This is an optimization exercise on Yosys and OpenROAD, whose aim is small area, not a production implementation.
The RTL was checked by simulation tests, not by an equivalence proof against the original design.
No activity file was given, so power comes from the tool's default toggle rates.

==> design.v <==
module cpu_alu (
	input [31:0] a,         
	input [31:0] rs1,
	input [31:0] in2,
	input [31:0] pc_4,
	input sel_pc4,
	input sub,
	input sel_sum,
	input sel_and,
	input sel_or,
	input sel_xor,
	input sel_sh,
	input left,
	input big,              
	input c_lt,
	input c_ge,
	input c_ltu,
	input c_geu,
	input c_eq,
	input c_ne,
	output [31:0] result,
	output [31:0] sum,
	output cmp
);
	wire [31:0] b = in2 ^ {32{sub}};
	wire [31:0] p = a ^ b;
	wire [31:0] g = a & b;
	wire [32:0] c;
	cpu_cla carry (.p(p), .g(g), .cin(sub), .c(c));
	assign sum = p ^ c[31:0];
	wire geu = c[32];
	wire eq = &p;
	wire lt = (rs1[31] ^ in2[31]) ? rs1[31] : ~geu;
	assign cmp = (c_lt & lt) | (c_ge & ~lt) | (c_ltu & ~geu) | (c_geu & geu) |
	             (c_eq & eq) | (c_ne & ~eq);
	wire [31:0] sh;
	cpu_shift shifter (.x(rs1), .n(in2[4:0]), .left(left), .zero(big), .y(sh));
	assign result = ({32{sel_sum}} & sum) | ({32{sel_and | sel_or}} & g) |
	                ({32{sel_xor | sel_or}} & p) | ({32{sel_sh}} & sh) | ({32{sel_pc4}} & pc_4) |
	                {31'b0, cmp};
endmodule
module cpu_shift (
	input [31:0] x,
	input [4:0] n,
	input left,
	input zero,
	output [31:0] y
);
	wire [31:0] xi, yr;
	assign yr = xi >> n;
	genvar b;
	generate for (b = 0; b < 32; b = b + 1) begin : rev
		assign xi[b] = left ? x[31 - b] : x[b];
		assign y[b] = ~zero & (left ? yr[31 - b] : yr[b]);
	end endgenerate
endmodule
module cpu_cla (
	input [31:0] p,
	input [31:0] g,
	input cin,
	output [32:0] c
);
	assign c[0] = cin;
	genvar k;
	generate for (k = 0; k < 8; k = k + 1) begin : grp
		wire [3:0] gp = p[4*k+3:4*k];
		wire [3:0] gg = g[4*k+3:4*k];
		assign c[4*k+1] = gg[0] | (gp[0] & c[4*k]);
		assign c[4*k+2] = gg[1] | (gp[1] & c[4*k+1]);
		assign c[4*k+3] = gg[2] | (gp[2] & c[4*k+2]);
		wire G = gg[3] | (gp[3] & gg[2]) | (gp[3] & gp[2] & gg[1]) | (gp[3] & gp[2] & gp[1] & gg[0]);
		wire P = &gp;
		assign c[4*k+4] = G | (P & c[4*k]);
	end endgenerate
endmodule
module cpu_add (
	input [31:0] a,
	input [31:0] b,
	output [31:0] s
);
	wire [31:0] p = a ^ b;
	wire [32:0] c;
	cpu_cla carry (.p(p), .g(a & b), .cin(1'b0), .c(c));
	assign s = p ^ c[31:0];
endmodule
module cpu_inc #(parameter W = 30) (
	input [W-1:0] a,
	output [W-1:0] s
);
	wire [W:0] c;
	assign c[0] = 1'b1;
	genvar i;
	generate for (i = 0; i < W; i = i + 1) begin : bitn
		assign s[i] = a[i] ^ c[i];
		assign c[i+1] = a[i] & c[i];
	end endgenerate
endmodule
module cpu_control (
	input [31:0] ir,
	output is_st,
	output is_ld,
	output is_br,
	output is_jal,
	output is_jalr,
	output is_lui,
	output is_auipc,
	output is_op,
	output reg_write,
	output use_imm,
	output reg [31:0] offset,
	output sub,         
	output sel_sum,
	output sel_and,
	output sel_or,
	output sel_xor,
	output sel_sh,
	output left,        
	output c_lt,        
	output c_ge,
	output c_ltu,
	output c_geu,
	output c_eq,
	output c_ne
);
	wire [6:0] opc = ir[6:0];
	wire [2:0] f3 = ir[14:12];
	wire [6:0] f7 = ir[31:25];
	assign is_lui   = opc == 7'b0110111;
	assign is_auipc = opc == 7'b0010111;
	assign is_br    = opc == 7'b1100011;
	assign is_st    = opc == 7'b0100011;
	wire   is_opi   = opc == 7'b0010011;
	assign is_jal   = opc == 7'b1101111;
	assign is_jalr  = opc == 7'b1100111;
	assign is_op    = opc == 7'b0110011;
	assign is_ld    = opc == 7'b0000011;
	wire   is_fence = opc == 7'b0001111;
	wire   is_sys   = opc == 7'b1110011;
	assign reg_write = is_lui | is_auipc | is_opi | is_jal | is_jalr | is_op | is_sys;
	assign use_imm = is_lui | is_auipc | is_br | is_st | is_opi | is_ld | is_fence | is_sys;
	always @(*) begin
		if (is_opi | is_jalr | is_ld) offset = {{21{ir[31]}}, ir[30:20]};
		else if (is_auipc | is_st) offset = {{21{ir[31]}}, ir[30:25], ir[11:7]};
		else if (is_jal) offset = {{12{ir[31]}}, ir[19:12], ir[20], ir[30:21], 1'b0};
		else if (is_br) offset = {{20{ir[31]}}, ir[7], ir[30:25], ir[11:8], 1'b0};
		else if (is_lui) offset = {ir[31:12], 12'b0};
		else offset = 32'b0;
	end
	wire br_eq  = is_br & (f3 == 3'b000);
	wire br_ne  = is_br & (f3 == 3'b001);
	wire br_lt  = is_br & (f3 == 3'b100);
	wire br_ge  = is_br & (f3 == 3'b101);
	wire br_ltu = is_br & (f3 == 3'b110);
	wire br_geu = is_br & (f3 == 3'b111);
	wire opi_srl = is_opi & (f3 == 3'b101) & (f7 == 7'b0000000 || f7 == 7'b0100000);
	wire rr = is_opi | is_op;    
	wire r_sll = (is_opi & (f3 == 3'b001)) | (is_op & (f3 == 3'b001 || f3 == 3'b011));
	wire r_srl = opi_srl | (is_op & (f3 == 3'b101));
	wire r_slt = rr & (f3 == 3'b010);
	wire r_sltu = is_opi & (f3 == 3'b011);
	wire r_xor = rr & (f3 == 3'b100);
	wire r_or  = rr & (f3 == 3'b110);
	wire r_and = rr & (f3 == 3'b111);
	wire r_sub = is_op & (f3 == 3'b000) & (f7 == 7'b0100000);
	assign c_lt  = br_lt | r_slt;
	assign c_ge  = br_ge;
	assign c_ltu = br_ltu | r_sltu;
	assign c_geu = br_geu;
	assign c_eq  = br_eq;
	assign c_ne  = br_ne;
	wire cmp_op = c_lt | c_ge | c_ltu | c_geu | c_eq | c_ne;
	assign sub = r_sub | cmp_op;
	assign sel_sh = r_sll | r_srl;
	assign left = r_sll;
	assign sel_and = r_and;
	assign sel_or = r_or;
	assign sel_xor = r_xor;
	assign sel_sum = ~(cmp_op | sel_sh | r_and | r_or | r_xor);
endmodule
module cpu_reg(
	input clk,
	input reset,
	input we,
	input [4:0] waddr,
	input [31:0] wdata,
	input [4:0] raddr,
	output [31:0] rdata
);
	localparam [31:0] WSLOT = (32'b1 << 0) | (32'b1 << 6) | (32'b1 << 12) |
	                          (32'b1 << 18) | (32'b1 << 24) | (32'b1 << 29);
	reg [31:0] slot [0:31];
	reg [4:0] rot;
	reg [31:0] valid;
	reg pvalid;
	reg [4:0] prd;
	reg [31:0] pdata;
	wire [4:0] pslot = prd + rot + 5'd1;
	genvar g;
	generate for (g = 0; g < 32; g = g + 1) begin : ring
		if (WSLOT[g]) begin : wr
			always @(posedge clk)
				slot[g] <= (pvalid && pslot == g) ? pdata : slot[(g + 31) % 32];
		end else begin : sh
			always @(posedge clk)
				slot[g] <= slot[(g + 31) % 32];
		end
	end endgenerate
	always @(posedge clk) begin
		if (reset) begin
			rot <= 5'd0;
			valid <= 32'b0;
			pvalid <= 1'b0;
		end else begin
			rot <= rot + 5'd1;
			if (we) valid <= valid | (32'b1 << waddr);
			if (we) pvalid <= 1'b1;
			else if (pvalid && WSLOT[pslot]) pvalid <= 1'b0;
		end
		if (we) begin
			prd <= waddr;
			pdata <= wdata;
		end
	end
	wire [4:0] rs = raddr + rot;
	wire fwd = pvalid && prd == raddr;
	wire from_ring = valid[raddr] & ~fwd;
	wire [31:0] rsel = {32{from_ring}} & (32'b1 << rs);
	genvar q, z;
	generate for (q = 0; q < 32; q = q + 1) begin : rd
		wire [31:0] col;
		for (z = 0; z < 32; z = z + 1) begin : c
			assign col[z] = slot[z][q];
		end
		cpu_rmux m (.d(col), .sel(rsel), .p(pdata[q]), .fwd(fwd), .y(rdata[q]));
	end endgenerate
endmodule
module cpu_rmux (
	input [31:0] d,
	input [31:0] sel,
	input p,
	input fwd,
	output y
);
	wire [10:0] t;
	genvar k;
	generate for (k = 0; k < 10; k = k + 1) begin : grp
		cpu_aoi222 a (.d(d[3*k+2:3*k]), .s(sel[3*k+2:3*k]), .yn(t[k]));
	end endgenerate
	cpu_aoi222 a10 (.d({p, d[31:30]}), .s({fwd, sel[31:30]}), .yn(t[10]));
	assign y = ~&t;
endmodule
module cpu_aoi222 (
	input [2:0] d,
	input [2:0] s,
	output yn
);
	assign yn = ~((d[0] & s[0]) | (d[1] & s[1]) | (d[2] & s[2]));
endmodule
module cpu(
	input clk_from_external,
	input [31:0] inputdata_from_external_bus,
	input reset_from_external,
	input interrupt_from_external,
	output reg [31:0] outputdata_to_external_bus,
	output reg [31:0] address_to_external_bus_from_cpu,
	output reg [3:0] control_output_to_external_bus,
	output reg interrupt_grant_from_pc
);
	wire clk = clk_from_external;
	wire reset = reset_from_external;
	wire irq = interrupt_from_external;
	wire [31:0] bus = inputdata_from_external_bus;
	reg [2:0] cnt;        
	reg [2:0] icnt;       
	reg [31:0] pc;
	reg [31:0] ir;
	reg [31:0] rs1_val;
	wire is_st, is_ld, is_br, is_jal, is_jalr, is_lui, is_auipc, is_op;
	wire reg_write, use_imm;
	wire [31:0] offset;
	wire sub, sel_sum, sel_and, sel_or, sel_xor, sel_sh, left;
	wire c_lt, c_ge, c_ltu, c_geu, c_eq, c_ne;
	cpu_control control (
		.ir(ir),
		.is_st(is_st), .is_ld(is_ld), .is_br(is_br), .is_jal(is_jal),
		.is_jalr(is_jalr), .is_lui(is_lui), .is_auipc(is_auipc), .is_op(is_op),
		.reg_write(reg_write), .use_imm(use_imm), .offset(offset),
		.sub(sub), .sel_sum(sel_sum), .sel_and(sel_and), .sel_or(sel_or),
		.sel_xor(sel_xor), .sel_sh(sel_sh), .left(left),
		.c_lt(c_lt), .c_ge(c_ge), .c_ltu(c_ltu), .c_geu(c_geu), .c_eq(c_eq), .c_ne(c_ne)
	);
	wire ir_load = irq ? (icnt[1:0] == 2'b10) : ((cnt == 3'd2) | ((cnt == 3'd5) & is_ld));
	wire step3 = ~irq & (cnt == 3'd3);
	wire we = step3 & reg_write;
	wire [31:0] rp;
	wire [31:0] wdata;
	cpu_reg register (
		.clk(clk),
		.reset(reset),
		.we(we),
		.waddr(ir[11:7]),
		.wdata(wdata),
		.raddr(ir_load ? bus[19:15] : ir[24:20]),
		.rdata(rp)
	);
	always @(posedge clk) begin
		if (ir_load) rs1_val <= rp;
		else if (we && ir[11:7] == ir[19:15]) rs1_val <= wdata;
	end
	wire sb = is_st & (ir[14:12] == 3'b000);
	wire sh = is_st & (ir[14:12] == 3'b001);
	wire [31:0] read2 = {sb | sh ? {16{rp[31]}} : rp[31:16], sb ? {8{rp[31]}} : rp[15:8], rp[7:0]};
	wire [31:0] in2 = use_imm ? offset : read2;
	wire [31:0] add_a = is_lui ? 32'b0 : (is_auipc ? pc : rs1_val);
	wire big = is_op & |in2[31:5];
	wire [31:0] alu;
	wire [31:0] sum;
	wire cmp;
	wire [31:0] pc_4;
	wire link = (is_jal | is_jalr) & ~irq;
	cpu_alu alu_unit (
		.a(add_a), .rs1(rs1_val), .in2(in2),
		.pc_4(pc_4), .sel_pc4(link),
		.sub(sub), .sel_sum(sel_sum & ~link), .sel_and(sel_and), .sel_or(sel_or),
		.sel_xor(sel_xor), .sel_sh(sel_sh), .left(left), .big(big),
		.c_lt(c_lt), .c_ge(c_ge), .c_ltu(c_ltu), .c_geu(c_geu), .c_eq(c_eq), .c_ne(c_ne),
		.result(alu), .sum(sum), .cmp(cmp)
	);
	assign pc_4[1:0] = pc[1:0];
	cpu_inc #(30) pc_inc (.a(pc[31:2]), .s(pc_4[31:2]));
	wire take = (is_br & cmp) | is_jal;
	wire [31:0] pc_next;
	cpu_add pc_adder (.a(pc), .b(is_jalr ? sum : (take ? offset : 32'd4)), .s(pc_next));
	assign wdata = alu;
	always @(posedge clk) begin
		if (reset) begin
			cnt <= 3'd0;
			icnt <= 3'd0;
			pc <= 32'b0;
			interrupt_grant_from_pc <= 1'b0;
			address_to_external_bus_from_cpu <= 32'b0;
			outputdata_to_external_bus <= 32'b0;
			control_output_to_external_bus <= 4'b0;
		end else if (irq) begin
			icnt <= icnt + 3'd1;
			interrupt_grant_from_pc <= (icnt[1:0] == 2'b00);
			case (icnt)
				3'd7: begin
					outputdata_to_external_bus <= read2;
					control_output_to_external_bus <= 4'b0100;
				end
				3'd2, 3'd6: begin
					ir <= bus;
					control_output_to_external_bus <= 4'b0100;
				end
				3'd3: begin
					outputdata_to_external_bus <= alu;
					control_output_to_external_bus <= 4'b0100;
				end
				default: control_output_to_external_bus <= 4'b1100;
			endcase
		end else begin
			cnt <= (cnt == 3'd5) ? 3'd0 : cnt + 3'd1;
			interrupt_grant_from_pc <= (cnt == 3'd0);
			case (cnt)
				3'd0: begin
					address_to_external_bus_from_cpu <= pc;
					control_output_to_external_bus <= 4'b0001;
				end
				3'd2: begin
					ir <= bus;
					control_output_to_external_bus <= 4'b1111;
				end
				3'd3: begin
					pc <= pc_next;
					if (is_st) begin
						address_to_external_bus_from_cpu <= alu;
						outputdata_to_external_bus <= read2;
						control_output_to_external_bus <= 4'b0011;
					end else if (is_ld) begin
						address_to_external_bus_from_cpu <= alu;
						control_output_to_external_bus <= 4'b0001;
					end else begin
						control_output_to_external_bus <= 4'b0000;
					end
				end
				3'd5: begin
					if (is_ld) begin
						ir <= bus;
						control_output_to_external_bus <= 4'b0001;
					end else begin
						control_output_to_external_bus <= 4'b0000;
					end
				end
				default: ;
			endcase
		end
	end
endmodule
==> flow/run.sh <==
#!/bin/bash
# Layout flow: the standard flow (standard.sh), with two settings added to
# its config.mk: ports buffered with the smallest buffer cell, and clock tree
# synthesis without dummy loads. Each tool's output goes to its own log.
set -e
cp standard.sh standard_sh.txt
cat >> config.mk <<'EOC'
export BUFFER_PORTS_ARGS = -buffer_cell sky130_fd_sc_hd__buf_1
export CTS_ARGS = -sink_clustering_enable -repair_clock_nets -dont_use_dummy_load -buf_list sky130_fd_sc_hd__clkbuf_8 -sink_clustering_size 13 -sink_clustering_max_diameter 80 -sink_buffer_max_cap_derate 0.3
EOC
cp config.mk config_mk.txt
bash standard.sh > standard.log 2>&1
==> standard.sh <==
#!/bin/bash
# synth_recipe.tcl (not shown) runs the flow's synth.tcl, then flattens the netlist and writes it again
# the make line also repeats each setting of config.mk as NAME=value (left out here)
make -C /OpenROAD-flow-scripts/flow DESIGN_CONFIG=/design/flow/config.mk WORK_HOME=/design/flow/orfs CLKGATE_MAP_FILE= SYNTH_SCRIPT=/design/flow/synth_recipe.tcl "${@:-finish}"
==> config.mk <==
export PLATFORM = sky130hd
export DESIGN_NAME = cpu
export DESIGN_NICKNAME = cpu
export VERILOG_FILES = /design/flow/design.v
export SDC_FILE = /design/flow/constraint.sdc
export NUM_CORES = 4
export LEC_CHECK = 0
export CAP_MARGIN = 20
export CORE_MARGIN = 2
export CORE_UTILIZATION = 60
export PLACE_DENSITY = 0.7
export SLEW_MARGIN = 20
export SYNTH_HIERARCHICAL = 1
export SYNTH_MINIMUM_KEEP_SIZE = 0
export BUFFER_PORTS_ARGS = -buffer_cell sky130_fd_sc_hd__buf_1
export CTS_ARGS = -sink_clustering_enable -repair_clock_nets -dont_use_dummy_load -buf_list sky130_fd_sc_hd__clkbuf_8 -sink_clustering_size 13 -sink_clustering_max_diameter 80 -sink_buffer_max_cap_derate 0.3
==> constraint.sdc <==
create_clock -name core_clock -period 14.0 [get_ports {clk_from_external}]
set_input_delay 2.8000 -clock core_clock [delete_from_list [all_inputs] [get_ports {clk_from_external}]]
set_output_delay 2.8000 -clock core_clock [all_outputs]
set_load 0.01 [all_outputs]
==> results of run 1 <==
==> worst max path at each step <==
stage / start / cells past startpoint / slack [ns] / endpoint
after floorplan: interrupt_from_external / 45 / 1.19 / pc[28]$_SDFFE_PP0P_
after global placement: interrupt_from_external / 44 / 0.76 / pc[28]$_SDFFE_PP0P_
after detailed placement: interrupt_from_external / 43 / 0.57 / pc[28]$_SDFFE_PP0P_
after CTS: interrupt_from_external / 43 / 1.34 / pc[28]$_SDFFE_PP0P_
after global routing: interrupt_from_external / 43 / 0.56 / pc[29]$_SDFFE_PP0P_
final: interrupt_from_external / 43 / 1.10 / pc[28]$_SDFFE_PP0P_
==> routing by layer <==
metal  track usage [%]  wire length (um)  share of wire (%)
met5                 0                 0                  0
met4              19.0              8650                5.6
met3              6.91             15800                 10
met2              57.3             68600                 44
met1              50.5             62500                 40
==> power groups by stage <==
stage,clock (uW),combinational (uW),sequential (uW)
after global routing,1960,321,3730
after floorplan,0,182,3800
after global placement,0,292,3810
after CTS,1830,295,3720
final,1810,303,3730
after detailed placement,0,294,3810
==> per-stage QoR <==
step	setup WS (ns)	util (%)
finish	1.10	65.0
detailed placement	0.575	63.1
floorplan	1.19	-
global route	0.564	65.0
CTS	1.34	65.0
global placement	0.761	63.1
==> cell type report <==
cell class                      instances  area share, %
Sequential cell                      1270           52.5
Multi-Input combinational cell       2490           39.4
Clock buffer                          108           2.95
Tap cell                             1040           2.58
Timing Repair Buffer                  193           2.22
Inverter                               41          0.306
Antenna cell                            4         0.0199
==> flip-flops by register name, indices dropped and copies added (netlist names), 3 cells and up <==
register / flops
rs1_val: 32
register.pdata: 32
register.valid: 32
pc: 32
outputdata_to_external_bus: 32
control_output_to_external_bus: 4
register.slot: 1024
address_to_external_bus_from_cpu: 32
ir: 32
register.prd: 5
cnt: 3
register.rot: 5
icnt: 3
==> worst register-to-register path: cells and delay by family, from the launching register on <==
| kind | cells | cell delay [ns] |
|---|---|---|
| AOI/OAI and AO/OA | 21 | 4.11 |
| buffers and inverters | 3 | 0.66 |
| xor gates and xnor gates | 2 | 0.34 |
| DFF | 1 | 0.56 |
| and+or+nand+nor | 13 | 3.55 |
| adders and majority gates | 3 | 1.15 |
| muxes | 4 | 1.47 |
==> run_results.csv, run 1 <==
group,metric,value,unit
clock_network,post_cts_buffers,0,
drt,drtIter0Drc,6009,
yosys,mappedNetlistArea,0.0470,mm^2
critical_path,cp.arrival,13.48,ns
critical_path,cp_top_family,"compound AO/OA/AOI/OAI gates",
power,swShare,23.4,%
critical_path,ff2ff_path_depth,46,
layout,final_area,0.0504,mm^2
layout,layout_commonest_cell,"dfxtp_1",
critical_path,cp_max_fo,35,
floorplanning,dieArea,0.0806,mm^2
sta,timing.hold.ws,0.304,ns
clock_network,root_buffer,"clkbuf_8",
place,dp_cells,5034,
clock_network,insertion_delay,0.77,ns
outcome,status,"no timing/DRC/antenna violations",
clock_network,cts_sinks,1270,
layout,layout-drive-gt1-share,13.4,%
drt,drtAntennaViolNets,0,
critical_path,end_kind,"register",
grt,antenna_found_initial,6,
sta,drv_slew,0,
clock_network,cts_tree,"done",
drt,vias_per_cell,7.00,
place,place_area,0.0489,mm^2
sta,post-route-period-util,92.1,%
critical_path,r2r_slack,2.01,ns
layout,final_cells,5146,
layout,area_growth,7.14,%
sta,setup_viol,0,
sta,fin_setup_tns,0,ns
power,power.total,5840,uW
sta,hold_viol,0,
run,drv_cap,0,
power,power.share.sequential,63.8,%
worst_hold_path,whs_path_depth,0,
clock_network,path_clk_slew,0.09,ns
clock_network,cts_max_level,3,
yosys,avgSynthCellArea,11.8,um^2
sta,min_period,12.90,ns
grt,grt_max_degree,83,
grt,gr-usage-all-layers,37.3,%
floorplanning,rows,102,
floorplanning,core,0.0775,mm^2
worst_hold_path,hp-class,"reg -> reg",
power,combPwrFrac,5.2,%
sta,slew_headroom,29.0,%
drt,drt_wl_total,156,mm
yosys,yosysWarnings,10,
critical_path,worst-setup-path-type,"in -> reg",
layout,multiInputGateArea,0.0199,mm^2
power,p_int,4470,uW
critical_path,startpoint_type,"input pin",
critical_path,required,14.58,ns
layout,final_cell_mix,"dfxtp_1 (1169), a222oi_1 (386), nor2_1 (255)",
floorplanning,die-width,284,um
power,clkPwrFrac,31.0,%
critical_path,cp_slowest_stage_delay,0.69,ns
clock_network,clockBufferDepth,3,
layout,regArea,0.0264,mm^2
power,p_leak,0.0198,uW
yosys,synth_cells,3976,
grt,grt_pass1_wl,226,mm
clock_network,postCtsHoldBufs,0,
grt,grt-ovfl-total,0,
place,finalWeightedCongestion,1.07,
floorplanning,ioPinCount,104,
critical_path,path_buf_inv,5,
layout,fillCellCount,6154,
drt,wire_per_inst,30.2,um
power,irDropWorstVdd,0.0848,mV
critical_path,cp_slowest_cell,"or3b_1",
worst_hold_path,hold_start,"register.slot[9][27]$_DFF_P_",
layout,final_nets,4248,
grt,grt_pass1_vias,34000,
power,switching_power,1360,uW
sta,worstMarginPinSlew,1.06,ns
floorplanning,die_h,284,um
drt,vias,36000,
sta,skew,0.0778,ns
clock_network,cts_buffers,108,
sta,fmax,77.5,MHz
power,p_per_area,116,mW/mm^2
drt,drc,0,
sta,grt_setup_unrepaired,"false",
place,portBuffers,103,
drt,firstDrtPassIters,12,
place,dp.final_hpwl,102,mm
floorplanning,start_util,60.7,%
critical_path,r2r_end,"pc[28]$_SDFFE_PP0P_",
critical_path,r2r-start,"ir[3]$_DFFE_PP_",
clock_network,cts-resized-gates,0,
worst_hold_path,whs_endpoint,"register.slot[10][27]$_DFF_P_",
==> inputs of run 2 (changes only) <==
--- a/config.mk
+++ b/config.mk
@@ -7,8 +7,8 @@
 export LEC_CHECK = 0
 export CAP_MARGIN = 20
 export CORE_MARGIN = 2
-export CORE_UTILIZATION = 60
-export PLACE_DENSITY = 0.7
+export CORE_UTILIZATION = 70
+export PLACE_DENSITY = 0.85
 export SLEW_MARGIN = 20
 export SYNTH_HIERARCHICAL = 1
 export SYNTH_MINIMUM_KEEP_SIZE = 0
==> run 2 against run 1 <==
Utilization grew 9.8 points. Sequential cell count is the same. Largest power group unchanged. Power is essentially flat. Cell count shrank 3.5%. Global-route usage grew 6.1 points. Design area shrank 0.75%. Area after synthesis is the same. Sequential power is essentially flat. Via count grew 3.2%. Critical path type unchanged. Clock-buffer cell count grew 1. Still clean on timing, DRC and antenna.
==> run_results.csv, run 2 <==
group,metric,value,unit
critical_path,cp_slowest_stage_delay,0.71,ns
place,portBuffers,103,
critical_path,cp.arrival,13.55,ns
clock_network,root_buffer,"clkbuf_8",
floorplanning,ioPinCount,104,
critical_path,startpoint_type,"input pin",
layout,final_cell_mix,"dfxtp_1 (1169), a222oi_1 (386), nor2_1 (255)",
grt,antenna_found_initial,7,
sta,setup_viol,0,
grt,grt-ovfl-total,0,
floorplanning,dieArea,0.0692,mm^2
yosys,yosysWarnings,10,
sta,hold_viol,0,
layout,layout-drive-gt1-share,13.0,%
power,p_per_area,117,mW/mm^2
worst_hold_path,hp-class,"reg -> reg",
sta,worstMarginPinSlew,0.981,ns
layout,regArea,0.0264,mm^2
grt,grt_pass1_vias,36400,
layout,final_area,0.0500,mm^2
drt,wire_per_inst,31.2,um
yosys,avgSynthCellArea,11.8,um^2
layout,final_nets,4233,
sta,drv_slew,0,
power,irDropWorstVdd,0.101,mV
floorplanning,die_h,263,um
critical_path,ff2ff_path_depth,45,
critical_path,required,14.58,ns
clock_network,cts_sinks,1270,
place,place_area,0.0485,mm^2
place,finalWeightedCongestion,1.04,
floorplanning,core,0.0668,mm^2
floorplanning,die-width,263,um
layout,regMostFlops,"register.slot",
place,dp.final_hpwl,97.0,mm
sta,fmax,77.1,MHz
floorplanning,start_util,70.4,%
worst_hold_path,whs_path_depth,0,
outcome,status,"no timing/DRC/antenna violations",
critical_path,cp_max_fo,20,
clock_network,path_clk_slew,0.09,ns
grt,gr-usage-all-layers,43.4,%
yosys,mappedNetlistArea,0.0470,mm^2
power,power.total,5840,uW
grt,grt_max_degree,84,
layout,layout_commonest_cell,"dfxtp_1",
drt,vias,37200,
sta,slew_headroom,34.3,%
drt,firstDrtPassIters,15,
layout,area_growth,6.34,%
sta,post-route-period-util,92.6,%
sta,grt_setup_unrepaired,"false",
clock_network,cts_tree,"done",
grt,grt_pass1_wl,228,mm
critical_path,cpMostUsedCell,"a21oi_1",
clock_network,post_cts_buffers,0,
yosys,synth_cells,3976,
layout,fillCellCount,4475,
clock_network,insertion_delay,0.77,ns
critical_path,cp_slowest_cell,"nand4b_1",
drt,drt_wl_total,155,mm
sta,fin_setup_tns,0,ns
drt,vias_per_cell,7.49,
floorplanning,rows,95,
clock_network,cts-resized-gates,0,
sta,min_period,12.97,ns
sta,skew,0.105,ns
clock_network,cts_buffers,109,
critical_path,worst-setup-path-type,"in -> reg",
layout,multiInputGateArea,0.0199,mm^2
clock_network,cts_max_level,3,
layout,largest_reg_flops,1024,
run,drv_cap,0,
critical_path,end_kind,"register",
clock_network,postCtsHoldBufs,0,
drt,drtIter0Drc,7096,
clock_network,clockBufferDepth,3,
drt,drc,0,
power,p_leak,0.0197,uW
drt,drtAntennaViolNets,0,
-- run 2: final timing paths --
kind / start / endpoint / slack, ns
setup reg to reg: ir[3]$_DFFE_PP_ / pc[28]$_SDFFE_PP0P_ / 1.93
hold reg to reg: register.slot[15][6]$_DFF_P_ / register.slot[16][6]$_DFF_P_ / 0.30
hold / removal: register.slot[15][6]$_DFF_P_ / register.slot[16][6]$_DFF_P_ / 0.30
setup / recovery: interrupt_from_external / pc[28]$_SDFFE_PP0P_ / 1.03
-- run 2: per-layer routing --
layer	vias to the layer above	wire (um)	part of all wire, %	GRT usage, %
met5	-	0	0	0
met4	0	10400	6.7	26.4
met3	707	19300	12	9.78
met2	2884	68500	44	66.6
met1	18000	56700	37	56.2
li1	15600	-	-	-
-- run 2: critical path: cells and delay by family --
kind / cells / cell delay [ns]
compound gates: 20 / 4.06
simple gates: 11 / 3.66
fa+ha+maj: 4 / 1.29
mux: 2 / 0.68
xor+xnor: 3 / 0.53
buf+inv: 2 / 0.48
-- run 2: cell type report --
cell class,count,area share (%)
Clock buffer,109,3.00
Sequential cell,1270,52.9
Antenna cell,4,0.0200
Timing Repair Buffer,177,1.89
Tap cell,873,2.19
Multi-Input combinational cell,2490,39.7
Inverter,41,0.308
-- run 2: power by group --
group	switching (uW)	internal (uW)
Combinational	207	94.5
Clock	1120	691
Sequential	35.0	3690
Total	1360	4480
-- run 2: stage by stage --
step,util [%],hold WS (ns),cells,worst slack (ns)
after global placement,72.6,0.332,4851,0.858
after CTS,74.8,0.294,4960,1.33
final,74.8,0.296,4964,1.03
after detailed placement,72.6,0.334,4851,0.613
after floorplan,-,0.330,3977,1.19
after global routing,74.8,0.284,4961,0.535
==> inputs of run 3 (changes only) <==
==> flow/run.sh (replaced) <==
#!/bin/bash
# Layout flow: the standard flow (standard.sh), with two settings added to
# its config.mk: ports buffered with the smallest buffer cell, and clock tree
# synthesis without dummy loads. Each tool's output goes to its own log.
set -e
cp standard.sh standard_sh.txt
cat >> config.mk <<'EOC'
export BUFFER_PORTS_ARGS = -buffer_cell sky130_fd_sc_hd__buf_1
export CTS_ARGS = -sink_clustering_enable -repair_clock_nets -dont_use_dummy_load -buf_list sky130_fd_sc_hd__clkbuf_8 -sink_clustering_size 16 -sink_clustering_max_diameter 80 -sink_buffer_max_cap_derate 0.3
EOC
cp config.mk config_mk.txt
bash standard.sh > standard.log 2>&1
--- a/config.mk
+++ b/config.mk
@@ -13,4 +13,4 @@
 export SYNTH_HIERARCHICAL = 1
 export SYNTH_MINIMUM_KEEP_SIZE = 0
 export BUFFER_PORTS_ARGS = -buffer_cell sky130_fd_sc_hd__buf_1
-export CTS_ARGS = -sink_clustering_enable -repair_clock_nets -dont_use_dummy_load -buf_list sky130_fd_sc_hd__clkbuf_8 -sink_clustering_size 13 -sink_clustering_max_diameter 80 -sink_buffer_max_cap_derate 0.3
+export CTS_ARGS = -sink_clustering_enable -repair_clock_nets -dont_use_dummy_load -buf_list sky130_fd_sc_hd__clkbuf_8 -sink_clustering_size 16 -sink_clustering_max_diameter 80 -sink_buffer_max_cap_derate 0.3
==> run 3 against run 2 <==
Still clean. Via count is 0.51% lower. Maximum frequency is 0.67% higher. First-iteration DRC count is 0.45% higher. Non-clock buffer count stayed put. Clock skew is 0.024 ns lower. Cell count is 0.42% lower. Die area stayed put. Synthesized cell count stayed put. Sequential cell count stayed put. Critical endpoint unchanged.
==> run_results.csv, run 3 <==
group,metric,value,unit
worst_hold_path,whs_endpoint,"register.slot[25][2]$_DFF_P_",
drt,vias,37000,
clock_network,postCtsHoldBufs,0,
layout,final_nets,4215,
critical_path,r2r_slack,2.03,ns
critical_path,cp_slowest_cell,"nand4b_1",
layout,area_growth,5.80,%
grt,grt_pass1_vias,36000,
drt,drt_wl_total,154,mm
drt,drtIter0Drc,7128,
layout,layout-drive-gt1-share,12.6,%
grt,grt_pass1_wl,226,mm
sta,skew,0.0815,ns
critical_path,r2r_end,"pc[28]$_SDFFE_PP0P_",
clock_network,root_buffer,"clkbuf_8",
critical_path,startpoint,"interrupt_from_external",
critical_path,startpoint_type,"input pin",
floorplanning,dieArea,0.0692,mm^2
grt,gr-usage-all-layers,43.1,%
layout,regMostFlops,"register.slot",
grt,grt-ovfl-total,0,
clock_network,clockBufferDepth,3,
power,power.total,5700,uW
clock_network,post_cts_buffers,0,
power,clkPwrFrac,29.3,%
worst_hold_path,hp-class,"reg -> reg",
power,p_int,4370,uW
critical_path,required,14.58,ns
drt,firstDrtPassIters,11,
sta,worstMarginPinSlew,0.986,ns
sta,timing.hold.ws,0.316,ns
drt,drtAntennaViolNets,0,
clock_network,path_clk_slew,0.11,ns
grt,antenna_found_initial,4,
sta,setup_viol,0,
floorplanning,core,0.0668,mm^2
critical_path,cp_max_fo,20,
yosys,avgSynthCellArea,11.8,um^2
run,drv_cap,0,
power,irDropWorstVdd,0.103,mV
critical_path,cp.arrival,13.46,ns
critical_path,worst-setup-path-type,"in -> reg",
sta,fmax,77.6,MHz
power,p_per_area,115,mW/mm^2
place,dp.final_hpwl,97.0,mm
critical_path,ff2ff_path_depth,44,
floorplanning,start_util,70.4,%
layout,layout_commonest_cell,"dfxtp_1",
layout,regArea,0.0264,mm^2
power,combPwrFrac,5.3,%
layout,final_area,0.0497,mm^2
power,p_leak,0.0196,uW
layout,fillCellCount,4493,
critical_path,r2r-start,"ir[6]$_DFFE_PP_",
clock_network,cts_max_level,3,
layout,multiInputGateArea,0.0199,mm^2
clock_network,insertion_delay,0.75,ns
outcome,status,"no timing/DRC/antenna violations",
sta,min_period,12.88,ns
sta,drv_slew,0,
clock_network,cts-resized-gates,0,
place,portBuffers,103,
floorplanning,die-width,263,um
power,swShare,23.3,%
sta,hold_viol,0,
critical_path,end_kind,"register",
clock_network,cts_buffers,91,
yosys,mappedNetlistArea,0.0470,mm^2
sta,slew_headroom,34.0,%
layout,final_cell_mix,"dfxtp_1 (1169), a222oi_1 (386), nor2_1 (255)",
sta,grt_setup_unrepaired,"false",
floorplanning,rows,95,
drt,drc,0,
floorplanning,die_h,263,um
place,place_area,0.0485,mm^2
power,switching_power,1330,uW
critical_path,cp_slowest_stage_delay,0.70,ns
critical_path,cpMostUsedCell,"a21oi_1",
power,power.share.sequential,65.4,%
worst_hold_path,hold_start,"register.slot[24][2]$_DFF_P_",
layout,fin_util,74.5,%
worst_hold_path,whs_path_depth,0,
drt,wire_per_inst,31.2,um
clock_network,cts_sinks,1270,
grt,grt_max_degree,84,
yosys,synth_cells,3976,
drt,vias_per_cell,7.49,
yosys,yosysWarnings,10,
layout,largest_reg_flops,1024,
place,finalWeightedCongestion,1.04,
sta,fin_setup_tns,0,ns
clock_network,cts_tree,"done",
floorplanning,ioPinCount,104,
sta,post-route-period-util,92.0,%
## run 3: layer usage
layer / GRT usage [%] / routed length (um) / vias to the layer above
met5: 0 / 14 / -
met4: 25.7 / 10400 / 2
met3: 9.82 / 18800 / 654
met2: 66.7 / 68300 / 2770
met1: 55.6 / 56700 / 18000
li1: - / - / 15600
## run 3: power by group through the flow
stage | Sequential [uW] | Clock [uW] | Combinational [uW]
5_1_grt | 3730 | 1780 | 317
6_report | 3730 | 1670 | 302
4_1_cts | 3730 | 1670 | 291
3_5_place_dp | 3810 | 0 | 290
3_3_place_gp | 3810 | 0 | 287
2_1_floorplan | 3800 | 0 | 182
## run 3: how the worst max path moves through the flow
stage,to,slack (ns),depth (start not counted)
2_1_floorplan,pc[28]$_SDFFE_PP0P_,1.19,45
3_3_place_gp,pc[28]$_SDFFE_PP0P_,0.86,42
3_5_place_dp,pc[28]$_SDFFE_PP0P_,0.61,42
4_1_cts,pc[28]$_SDFFE_PP0P_,1.39,42
5_1_grt,pc[28]$_SDFFE_PP0P_,0.65,44
6_report,pc[28]$_SDFFE_PP0P_,1.12,42
## run 3: metrics by stage
step | worst slack, ns | instances
CTS | 1.39 | 4942
finish | 1.12 | 4943
detailed placement | 0.613 | 4851
global placement | 0.858 | 4851
floorplan | 1.19 | 3977
global route | 0.646 | 4943
## run 3: area by class of cell
type	instances	share of cell area, %
well taps	873	2.20
repair buffers	177	1.90
flip-flops and latches	1270	53.2
diodes	1	0.00503
inverters	41	0.309
clock buffers	91	2.52
multi-input cells	2490	39.9
## run 3: critical path, delay by kind of cell
family | cells | cell delay (ns)
AOI/OAI and AO/OA | 22 | 4.45
and+or+nand+nor | 9 | 3.20
adders and majority gates | 4 | 1.29
muxes | 2 | 0.68
xor gates and xnor gates | 3 | 0.54
buffers and inverters | 2 | 0.48
==> inputs of run 4 (changes only) <==
--- a/config.mk
+++ b/config.mk
@@ -7,8 +7,8 @@
 export LEC_CHECK = 0
 export CAP_MARGIN = 20
 export CORE_MARGIN = 2
-export CORE_UTILIZATION = 70
-export PLACE_DENSITY = 0.85
+export CORE_UTILIZATION = 75
+export PLACE_DENSITY = 0.9
 export SLEW_MARGIN = 20
 export SYNTH_HIERARCHICAL = 1
 export SYNTH_MINIMUM_KEEP_SIZE = 0
==> run 4 against run 3 <==
Maximum frequency hardly changed. Sequential cell count stayed put. Sequential share of layout area hardly changed. First-iteration DRC count is 19% higher. Clock skew is 0.056 ns higher.
==> run_results.csv, run 4 <==
group,metric,value,unit
clock_network,cts_tree,"done",
clock_network,cts-resized-gates,0,
layout,layout_commonest_cell,"dfxtp_1",
critical_path,required,14.66,ns
critical_path,worst-setup-path-type,"in -> reg",
critical_path,startpoint_type,"input pin",
layout,largest_reg_flops,1024,
clock_network,path_clk_slew,0.10,ns
yosys,synth_cells,3976,
worst_hold_path,whs_endpoint,"register.slot[4][28]$_DFF_P_",
clock_network,root_buffer,"clkbuf_8",
critical_path,ff2ff_path_depth,43,
outcome,status,"no timing/DRC/antenna violations",
layout,final_cell_mix,"dfxtp_1 (1169), a222oi_1 (386), nor2_1 (255)",
critical_path,r2r-start,"ir[2]$_DFFE_PP_",
floorplanning,dieArea,0.0647,mm^2
grt,grt_pass1_vias,37700,
clock_network,postCtsHoldBufs,0,
layout,final_cells,4911,
sta,timing.hold.ws,0.292,ns
layout,regMostFlops,"register.slot",
yosys,avgSynthCellArea,11.8,um^2
worst_hold_path,whs_path_depth,0,
floorplanning,start_util,76.0,%
layout,layout-drive-gt1-share,12.6,%
layout,area_growth,5.76,%
grt,gr-usage-all-layers,49.7,%
floorplanning,core,0.0618,mm^2
yosys,mappedNetlistArea,0.0470,mm^2
critical_path,cp.arrival,13.55,ns
grt,antenna_found_initial,6,
drt,drtIter0Drc,8482,
place,place_area,0.0484,mm^2
clock_network,post_cts_buffers,0,
grt,grt_busiest_layer,"met2",
sta,post-route-period-util,92.1,%
drt,firstDrtPassIters,15,
critical_path,r2r_slack,1.88,ns
grt,grt.met2_usage,73.7,%
clock_network,insertion_delay,0.78,ns
place,finalWeightedCongestion,1.07,
clock_network,cts_sinks,1270,
layout,final_area,0.0497,mm^2
place,dp.final_hpwl,102,mm
drt,drt_wl_total,164,mm
run,drv_cap,0,
critical_path,end_kind,"register",
sta,hold_viol,0,
power,power.total,5720,uW
sta,skew,0.138,ns
clock_network,cts_max_level,3,
drt,drtAntennaViolNets,0,
sta,grt_setup_unrepaired,"false",
drt,wire_per_inst,33.5,um
drt,vias,38400,
clock_network,clockBufferDepth,3,
floorplanning,ioPinCount,104,
power,p_per_area,115,mW/mm^2
floorplanning,rows,91,
power,irDropWorstVdd,0.0838,mV
critical_path,cp_max_fo,35,
worst_hold_path,hold_start,"register.slot[3][28]$_DFF_P_",
grt,grt-ovfl-total,0,
critical_path,cp_slowest_cell,"mux2i_1",
power,p_leak,0.0196,uW
clock_network,cts_buffers,91,
drt,drc,0,
sta,slew_headroom,22.6,%
layout,final_nets,4215,
sta,setup_viol,0,
critical_path,cpMostUsedCell,"a21oi_1",
place,portBuffers,103,
grt,grt_max_degree,84,
sta,worstMarginPinSlew,1.16,ns
sta,fmax,77.6,MHz
floorplanning,die-width,254,um
yosys,yosysWarnings,10,
grt,met3_usage,15.5,%
sta,min_period,12.89,ns
worst_hold_path,hp-class,"reg -> reg",
grt,grt_use_met1,60.8,%
sta,drv_slew,0,
drt,vias_per_cell,7.83,
place,dp_cells,4815,
critical_path,r2r_end,"pc[27]$_SDFFE_PP0P_",
floorplanning,die_h,254,um
critical_path,cp_slowest_stage_delay,0.73,ns
sta,fin_setup_tns,0,ns
grt,grt_pass1_wl,239,mm
-- run 4: cell count changes in the layout (fill, tap and decap cells not counted), sizes merged --
cell	before	now
diode	1	5
-- run 4: power by group --
group | total (uW) | internal [uW] | leakage, uW | switching (uW)
Sequential | 3730 | 3690 | 0.0103 | 37.1
Clock | 1690 | 583 | 0.000654 | 1110
Combinational | 305 | 96.1 | 0.00858 | 209
Total | 5720 | 4370 | 0.0196 | 1350
-- run 4: per-stage QoR --
stage	utilization, %	setup slack, ns
finish	80.4	1.11
global route	80.4	0.665
CTS	80.4	1.42
detailed placement	78.4	0.718
global placement	78.4	0.944
floorplan	-	1.19
-- run 4: cell type report --
cell class / instances / area, um^2
sequential: 1270 / 26400
multi-input combinational: 2490 / 19900
tap: 837 / 1050
clock buffer: 91 / 1250
inverter: 41 / 154
antenna: 5 / 12.5
fill: 3424 / 12100
timing repair buffer: 177 / 947
-- run 4: how the worst max path moves through the flow --
stage | start | end | slack, ns | cells after the start
final | interrupt_from_external | pc[27]$_SDFFE_PP0P_ | 1.11 | 41
after global routing | interrupt_from_external | pc[27]$_SDFFE_PP0P_ | 0.66 | 43
after CTS | interrupt_from_external | pc[27]$_SDFFE_PP0P_ | 1.42 | 43
after detailed placement | interrupt_from_external | pc[28]$_SDFFE_PP0P_ | 0.72 | 43
after global placement | interrupt_from_external | pc[28]$_SDFFE_PP0P_ | 0.94 | 44
after floorplan | interrupt_from_external | pc[28]$_SDFFE_PP0P_ | 1.19 | 45
-- run 4: worst max-delay path, delay by kind of cell --
kind / cells / cell delay [ns]
AO/OA/AOI/OAI: 18 / 4.11
XOR/XNOR: 3 / 0.51
adder cells (fa/ha/maj): 3 / 1.11
buffers and inverters: 5 / 1.44
multiplexers: 3 / 1.40
AND/OR/NAND/NOR: 9 / 2.07
-- run 4: routing by layer --
layer | wire length, um | vias to the layer above | part of all wire, %
li1 | - | 15600 | -
met1 | 55800 | 18200 | 34
met2 | 70600 | 3624 | 43
met3 | 23400 | 993 | 14
met4 | 14600 | 4 | 8.9
met5 | 21 | - | 0.013

port drivers added, routing unchanged:
In the flow no input, the clock included, has a driving cell. The finished layouts below were timed again as built, in two steps. Step 1, drivers: a clkbuf_16 drives clk_from_external and a buf_2 each remaining input, both assumed. Step 2, shift: input delay + t, output delay - t, t = (earliest + latest rising clock arrival at the registers) / 2. This alone moves slack from input paths to output paths. a / b / c = ideal ports / drivers / drivers and shift; a / b = the first two.
run	shift t [ns]	slack for setup (ns)	latest minus earliest clock arrival (ns)
run 1	0.798	1.099 / 1.139 / 0.340	0.077 / 0.077
run 2	0.792	1.032 / 1.053 / 0.260	0.105 / 0.105
run 3	0.787	1.119 / 1.125 / 0.338	0.081 / 0.082
run 4	0.787	1.111 / 1.158 / 0.371	0.138 / 0.138
After both steps setup and hold are still met in every run listed. For run 3, which loses most, drivers alone change the setup slack by +0.006 ns; drivers and shift together by -0.781 ns.
